This is an optimization exercise on Yosys and OpenROAD, whose aim is small area, not a production implementation. The RTL was checked by simulation tests, not by an equivalence proof against the original design. Power is estimated from default activity; no workload was simulated.

Setup of the reference run:
==> module PIPE_Top, before the edit <==
module PIPE_Top(clk,rst,InstOut,DMReadData,PCOut,DMAddress,DMWriteData,MemRead,MemWrite);
	input clk,rst;
	input [31:0]InstOut,DMReadData;
	output MemRead,MemWrite;
	output [31:0]DMWriteData,DMAddress,PCOut;
	reg [31:0] pc;
	wire [31:0] pc4 = pc + 32'd4;
	reg [31:0] id_pc4;
	reg [30:0] id_inst_lo;
	reg id_inst_hi;            
	wire [31:0] id_inst = {id_inst_hi, id_inst_lo};
	wire [5:0] op = id_inst[31:26];
	wire [5:0] fn = id_inst[5:0];
	wire [4:0] id_rs = id_inst[25:21];
	wire [4:0] id_rt = id_inst[20:16];
	wire op_r = op == 6'd0, op_addi = op == 6'd1, op_slti = op == 6'd2, op_lw = op == 6'd3, op_sw = op == 6'd4,
	     op_beq = op == 6'd5, op_j = op == 6'd6, op_jr = op == 6'd7, op_jal = op == 6'd8;
	wire d_regwrite = op_r | op_addi | op_slti | op_lw | op_jal;
	wire d_jmp = op_j | op_jr | op_jal;
	wire d_alusrc = op_addi | op_slti | op_lw | op_sw;
	reg [1:0] d_sel; reg d_sub;
	always @(*) begin
		if (op_addi | op_lw | op_sw) begin d_sel = 2'd2; d_sub = 1'b0; end
		else if (op_beq) begin d_sel = 2'd2; d_sub = 1'b1; end
		else if (op_slti) begin d_sel = 2'd3; d_sub = 1'b1; end
		else case (fn)
			6'd1: begin d_sel = 2'd2; d_sub = 1'b0; end
			6'd2: begin d_sel = 2'd2; d_sub = 1'b1; end
			6'd8: begin d_sel = 2'd1; d_sub = 1'b0; end
			6'd16: begin d_sel = 2'd3; d_sub = 1'b1; end
			default: begin d_sel = 2'd0; d_sub = 1'b0; end
		endcase
	end
	reg ex_regwrite, ex_memread, ex_memwrite, ex_branch, ex_jmp;    
	reg ex_jr, ex_jal, ex_alusrc, ex_regdst, ex_sub;
	reg [1:0] ex_sel;
	reg [31:0] ex_pc4, ex_a, ex_b;
	reg [25:0] ex_inst;
	wire [4:0] ex_rs = ex_inst[25:21];
	wire [4:0] ex_rt = ex_inst[20:16];
	wire [4:0] ex_rd = ex_inst[15:11];
	wire stall = ex_memread & ((ex_rt == id_rs) | (ex_rt == id_rt));
	reg [4:0] ra_p, ra_n;
	wire [4:0] raddr = ra_p ^ ra_n;
	wire [4:0] rt_next = stall ? id_rt : InstOut[20:16];
	wire [31:0] rdata;
	reg [31:0] rt_n;
	reg mem_regwrite; reg [4:0] mem_rd; wire [31:0] wbval;
	wire id_byp_rs = mem_regwrite & (mem_rd == id_rs) & (mem_rd != 5'd0);
	reg bp_p, bp_n;
	wire rbyp = bp_p ^ bp_n;
	RegisterFile rf(clk, rst, mem_regwrite, mem_rd, wbval, raddr, rbyp, rdata);
	always @(posedge clk or posedge rst)
		if (rst) begin ra_p <= 5'd0; bp_p <= 1'b0; end
		else begin ra_p <= rt_next ^ ra_n; bp_p <= byp_rt_next ^ bp_n; end
	always @(negedge clk) begin
		bp_n <= id_byp_rs ^ bp_p;
		ra_n <= id_rs ^ ra_p;
		rt_n <= rdata;
	end
	reg mem_memread, mem_memwrite, mem_taken;     
	reg mem_jal;
	reg [31:0] mem_result, mem_sd;
	wire fa_mem = mem_regwrite & (mem_rd == ex_rs) & (mem_rd != 5'd0);
	wire fb_mem = mem_regwrite & (mem_rd == ex_rt) & (mem_rd != 5'd0);
	wire [31:0] opa = fa_mem ? mem_result : ex_a;
	wire [31:0] rtv = fb_mem ? mem_result : ex_b;
	wire [31:0] imm = {{16{ex_inst[15]}}, ex_inst[15:0]};
	wire [31:0] opb = ex_alusrc ? imm : rtv;
	wire [31:0] alu_res, alu_sum;
	wire byp_rt_next = ex_regwrite & (ex_dest == rt_next) & (ex_dest != 5'd0);
	ALU alu(ex_sel, ex_sub, opa, opb, alu_res, alu_sum);
	wire [31:0] pcv = ex_pc4 + {imm[29:0] & {30{ex_branch}}, 2'b00};
	wire [4:0] ex_dest = ex_jal ? 5'd31 : ex_regdst ? ex_rd : ex_rt;
	assign DMAddress = mem_result;
	assign DMWriteData = mem_sd;
	assign MemRead = mem_memread;
	assign MemWrite = mem_memwrite;
	assign wbval = mem_jal ? mem_sd : mem_memread ? DMReadData : mem_result;
	wire [31:0] jtarget = ex_jr ? opa : {ex_pc4[31:28], ex_inst, 2'b00};
	wire [31:0] npc = ex_jmp ? jtarget : mem_taken ? mem_sd : pc4;
	assign PCOut = pc;
	always @(posedge clk or posedge rst) begin
		if (rst) begin
			pc <= 32'd0;
			id_inst_hi <= 1'b1;
			ex_regwrite <= 1'b0; ex_memread <= 1'b0; ex_memwrite <= 1'b0; ex_branch <= 1'b0; ex_jmp <= 1'b0;
			mem_regwrite <= 1'b0; mem_memread <= 1'b0; mem_memwrite <= 1'b0; mem_taken <= 1'b0;
		end else begin
			if (!stall) begin
				pc <= npc;
				id_inst_hi <= InstOut[31];
			end
			ex_regwrite <= d_regwrite & ~stall;
			ex_memread <= op_lw & ~stall;
			ex_memwrite <= op_sw & ~stall;
			ex_branch <= op_beq & ~stall;
			ex_jmp <= d_jmp & ~stall;
			mem_regwrite <= ex_regwrite;
			mem_memread <= ex_memread;
			mem_memwrite <= ex_memwrite;
			mem_taken <= ex_branch & (alu_sum == 32'd0);
		end
	end
	always @(posedge clk) begin
		if (!stall) begin
			id_pc4 <= pc4;
			id_inst_lo <= InstOut[30:0];
		end
		ex_jr <= op_jr; ex_jal <= op_jal; ex_alusrc <= d_alusrc; ex_regdst <= op_r;
		ex_sel <= d_sel; ex_sub <= d_sub;
		ex_pc4 <= id_pc4; ex_inst <= id_inst[25:0];
		ex_a <= rdata; ex_b <= rt_n;
		mem_jal <= ex_jal;
		mem_rd <= ex_dest;
		mem_result <= alu_res;
		mem_sd <= (ex_jal | ex_branch) ? pcv : rtv;
	end
endmodule
Settings: LEC_CHECK=0, CAP_MARGIN=20, CORE_MARGIN=2, CORE_UTILIZATION=50, PLACE_DENSITY=0.65, SETUP_SLACK_MARGIN=0.2, SLEW_MARGIN=20; clock period 8.5 ns.
standard.sh (not shown) runs the stock make flow with config.mk's settings and CLKGATE_MAP_FILE= SYNTH_SCRIPT=/design/flow/synth_recipe.tcl, a recipe that flattens the netlist after the stock synthesis.
==> flow/flow/run.sh <==
#!/bin/bash
# The standard layout (standard.sh), with these changes:
#  - after the floorplan, OpenROAD's restructure maps the combinational logic
#    again for area (ABC, with the platform library less its don't-use cells),
#    and repair_timing fixes setup; registers are not touched
#  - clock tree synthesis inserts no dummy loads and uses larger sink clusters
#  - the port buffers are the smallest buffer cell
# Each tool's output goes to a log file of its own in this folder.
set -euo pipefail
export CTS_ARGS="-sink_clustering_enable -repair_clock_nets -dont_use_dummy_load -buf_list sky130_fd_sc_hd__clkbuf_8 -sink_clustering_size 16 -sink_clustering_max_diameter 60"
export BUFFER_PORTS_ARGS="-buffer_cell sky130_fd_sc_hd__buf_1"
bash standard.sh floorplan > standard_floorplan.log 2>&1
RMP_DONT_USE=$(sed -n '/DONT_USE_CELLS/,/^$/p' "$FLOW_HOME/platforms/$FLOW_PLATFORM/config.mk" | grep -o 'sky130_fd_sc_hd__[a-z0-9_]*' | tr '\n' ' ')
export RMP_DONT_USE
python3 flow/filter_lib.py "$FLOW_HOME/platforms/$FLOW_PLATFORM/lib/sky130_fd_sc_hd__tt_025C_1v80.lib" abc_cells.lib $RMP_DONT_USE > filter_lib.log 2>&1
mkdir -p rmp_work
openroad -no_init -exit flow/restructure.tcl > restructure.log 2>&1
bash standard.sh > standard.log 2>&1
Other scripts of this flow, unchanged in this note and not shown: flow/flow/filter_lib.py, flow/flow/restructure.tcl
The following lists how the trial run was set up differently from the reference run:
==> flow/design.v, changed modules only <==
module PIPE_Top(clk,rst,InstOut,DMReadData,PCOut,DMAddress,DMWriteData,MemRead,MemWrite);
	input clk,rst;
	input [31:0]InstOut,DMReadData;
	output MemRead,MemWrite;
	output [31:0]DMWriteData,DMAddress,PCOut;
	reg [31:0] pc;
	wire [31:0] pc4 = pc + 32'd4;
	reg [31:0] id_pc4;
	reg [30:0] id_inst_lo;
	reg id_inst_hi;            
	wire [31:0] id_inst = {id_inst_hi, id_inst_lo};
	wire [5:0] op = id_inst[31:26];
	wire [5:0] fn = id_inst[5:0];
	wire [4:0] id_rs = id_inst[25:21];
	wire [4:0] id_rt = id_inst[20:16];
	wire op_r = op == 6'd0, op_addi = op == 6'd1, op_slti = op == 6'd2, op_lw = op == 6'd3, op_sw = op == 6'd4,
	     op_beq = op == 6'd5, op_j = op == 6'd6, op_jr = op == 6'd7, op_jal = op == 6'd8;
	wire d_regwrite = op_r | op_addi | op_slti | op_lw | op_jal;
	wire d_jmp = op_j | op_jr | op_jal;
	wire d_alusrc = op_addi | op_slti | op_lw | op_sw;
	reg [1:0] d_sel; reg d_sub;
	always @(*) begin
		if (op_addi | op_lw | op_sw) begin d_sel = 2'd2; d_sub = 1'b0; end
		else if (op_beq) begin d_sel = 2'd2; d_sub = 1'b1; end
		else if (op_slti) begin d_sel = 2'd3; d_sub = 1'b1; end
		else case (fn)
			6'd1: begin d_sel = 2'd2; d_sub = 1'b0; end
			6'd2: begin d_sel = 2'd2; d_sub = 1'b1; end
			6'd8: begin d_sel = 2'd1; d_sub = 1'b0; end
			6'd16: begin d_sel = 2'd3; d_sub = 1'b1; end
			default: begin d_sel = 2'd0; d_sub = 1'b0; end
		endcase
	end
	reg ex_regwrite, ex_memread, ex_memwrite, ex_branch, ex_jmp;    
	reg ex_jr, ex_jal, ex_alusrc, ex_regdst, ex_sub;
	reg [1:0] ex_sel;
	reg [31:0] ex_pc4, ex_a, ex_b;
	reg [25:0] ex_inst;
	wire [4:0] ex_rs = ex_inst[25:21];
	wire [4:0] ex_rt = ex_inst[20:16];
	wire [4:0] ex_rd = ex_inst[15:11];
	wire stall = ex_memread & ((ex_rt == id_rs) | (ex_rt == id_rt));
	reg ph_p, ph_n;
	wire first_half = ph_p ^ ph_n;
	reg [4:0] ra_p, ra_n;
	wire [4:0] raddr = ra_p ^ ra_n;
	wire [4:0] rt_next = stall ? id_rt : InstOut[20:16];
	wire [31:0] rdata;
	reg [31:0] rt_n;
	reg mem_regwrite; reg [4:0] mem_rd; wire [31:0] wbval;
	wire id_byp_rs = mem_regwrite & (mem_rd == id_rs) & (mem_rd != 5'd0);
	wire id_byp_rt = mem_regwrite & (mem_rd == id_rt) & (mem_rd != 5'd0);
	wire rbyp = first_half ? id_byp_rt : id_byp_rs;
	RegisterFile rf(clk, rst, mem_regwrite, mem_rd, wbval, raddr, rbyp, rdata);
	always @(posedge clk or posedge rst)
		if (rst) begin ph_p <= 1'b0; ra_p <= 5'd0; end
		else begin ph_p <= ~ph_p; ra_p <= rt_next ^ ra_n; end
	always @(negedge clk) begin
		ph_n <= ph_p;
		ra_n <= id_rs ^ ra_p;
		rt_n <= rdata;
	end
	reg mem_memread, mem_memwrite, mem_taken;     
	reg mem_jal;
	reg [31:0] mem_result, mem_sd;
	wire fa_mem = mem_regwrite & (mem_rd == ex_rs) & (mem_rd != 5'd0);
	wire fb_mem = mem_regwrite & (mem_rd == ex_rt) & (mem_rd != 5'd0);
	wire [31:0] opa = fa_mem ? mem_result : ex_a;
	wire [31:0] rtv = fb_mem ? mem_result : ex_b;
	wire [31:0] imm = {{16{ex_inst[15]}}, ex_inst[15:0]};
	wire [31:0] opb = ex_alusrc ? imm : rtv;
	wire [31:0] alu_res, alu_sum;
	ALU alu(ex_sel, ex_sub, opa, opb, alu_res, alu_sum);
	wire [31:0] pcv = ex_pc4 + {imm[29:0] & {30{ex_branch}}, 2'b00};
	wire [4:0] ex_dest = ex_jal ? 5'd31 : ex_regdst ? ex_rd : ex_rt;
	assign DMAddress = mem_result;
	assign DMWriteData = mem_sd;
	assign MemRead = mem_memread;
	assign MemWrite = mem_memwrite;
	assign wbval = mem_jal ? mem_sd : mem_memread ? DMReadData : mem_result;
	wire [31:0] jtarget = ex_jr ? opa : {ex_pc4[31:28], ex_inst, 2'b00};
	wire [31:0] npc = ex_jmp ? jtarget : mem_taken ? mem_sd : pc4;
	assign PCOut = pc;
	always @(posedge clk or posedge rst) begin
		if (rst) begin
			pc <= 32'd0;
			id_inst_hi <= 1'b1;
			ex_regwrite <= 1'b0; ex_memread <= 1'b0; ex_memwrite <= 1'b0; ex_branch <= 1'b0; ex_jmp <= 1'b0;
			mem_regwrite <= 1'b0; mem_memread <= 1'b0; mem_memwrite <= 1'b0; mem_taken <= 1'b0;
		end else begin
			if (!stall) begin
				pc <= npc;
				id_inst_hi <= InstOut[31];
			end
			ex_regwrite <= d_regwrite & ~stall;
			ex_memread <= op_lw & ~stall;
			ex_memwrite <= op_sw & ~stall;
			ex_branch <= op_beq & ~stall;
			ex_jmp <= d_jmp & ~stall;
			mem_regwrite <= ex_regwrite;
			mem_memread <= ex_memread;
			mem_memwrite <= ex_memwrite;
			mem_taken <= ex_branch & (alu_sum == 32'd0);
		end
	end
	always @(posedge clk) begin
		if (!stall) begin
			id_pc4 <= pc4;
			id_inst_lo <= InstOut[30:0];
		end
		ex_jr <= op_jr; ex_jal <= op_jal; ex_alusrc <= d_alusrc; ex_regdst <= op_r;
		ex_sel <= d_sel; ex_sub <= d_sub;
		ex_pc4 <= id_pc4; ex_inst <= id_inst[25:0];
		ex_a <= rdata; ex_b <= rt_n;
		mem_jal <= ex_jal;
		mem_rd <= ex_dest;
		mem_result <= alu_res;
		mem_sd <= (ex_jal | ex_branch) ? pcv : rtv;
	end
endmodule
### Flow results
- Compared the reference run against the trial run; fraction of synthesis flops using an asynchronous set or reset pin within noise.
- The final instance area of the trial run is higher than that of the reference run.
- The post-route core utilization in the trial run sits 0.67 points above the value recorded for the reference run.
- Route | the trial run vs the reference run | wire longer in the trial run
- Synthesized-area fraction occupied by xor and xnor cells: the trial run vs the reference run — no meaningful difference
- The trial run — post-CTS resize count 2 higher, the reference run as reference
- Share of cell area taken by multi-input logic gates, the trial run and the reference run, lower one = the reference run.
- Delta (the trial run minus the reference run): final setup slack of the worst path decreased by 230 ps relative to the old numbers, share of power burned in combinational logic up 4.4 points.
- Comparing the trial run and the reference run, part of the power in the clock network is lower on the trial run.
- The trial run ends up with higher global-route wire length before repair than the reference run does.
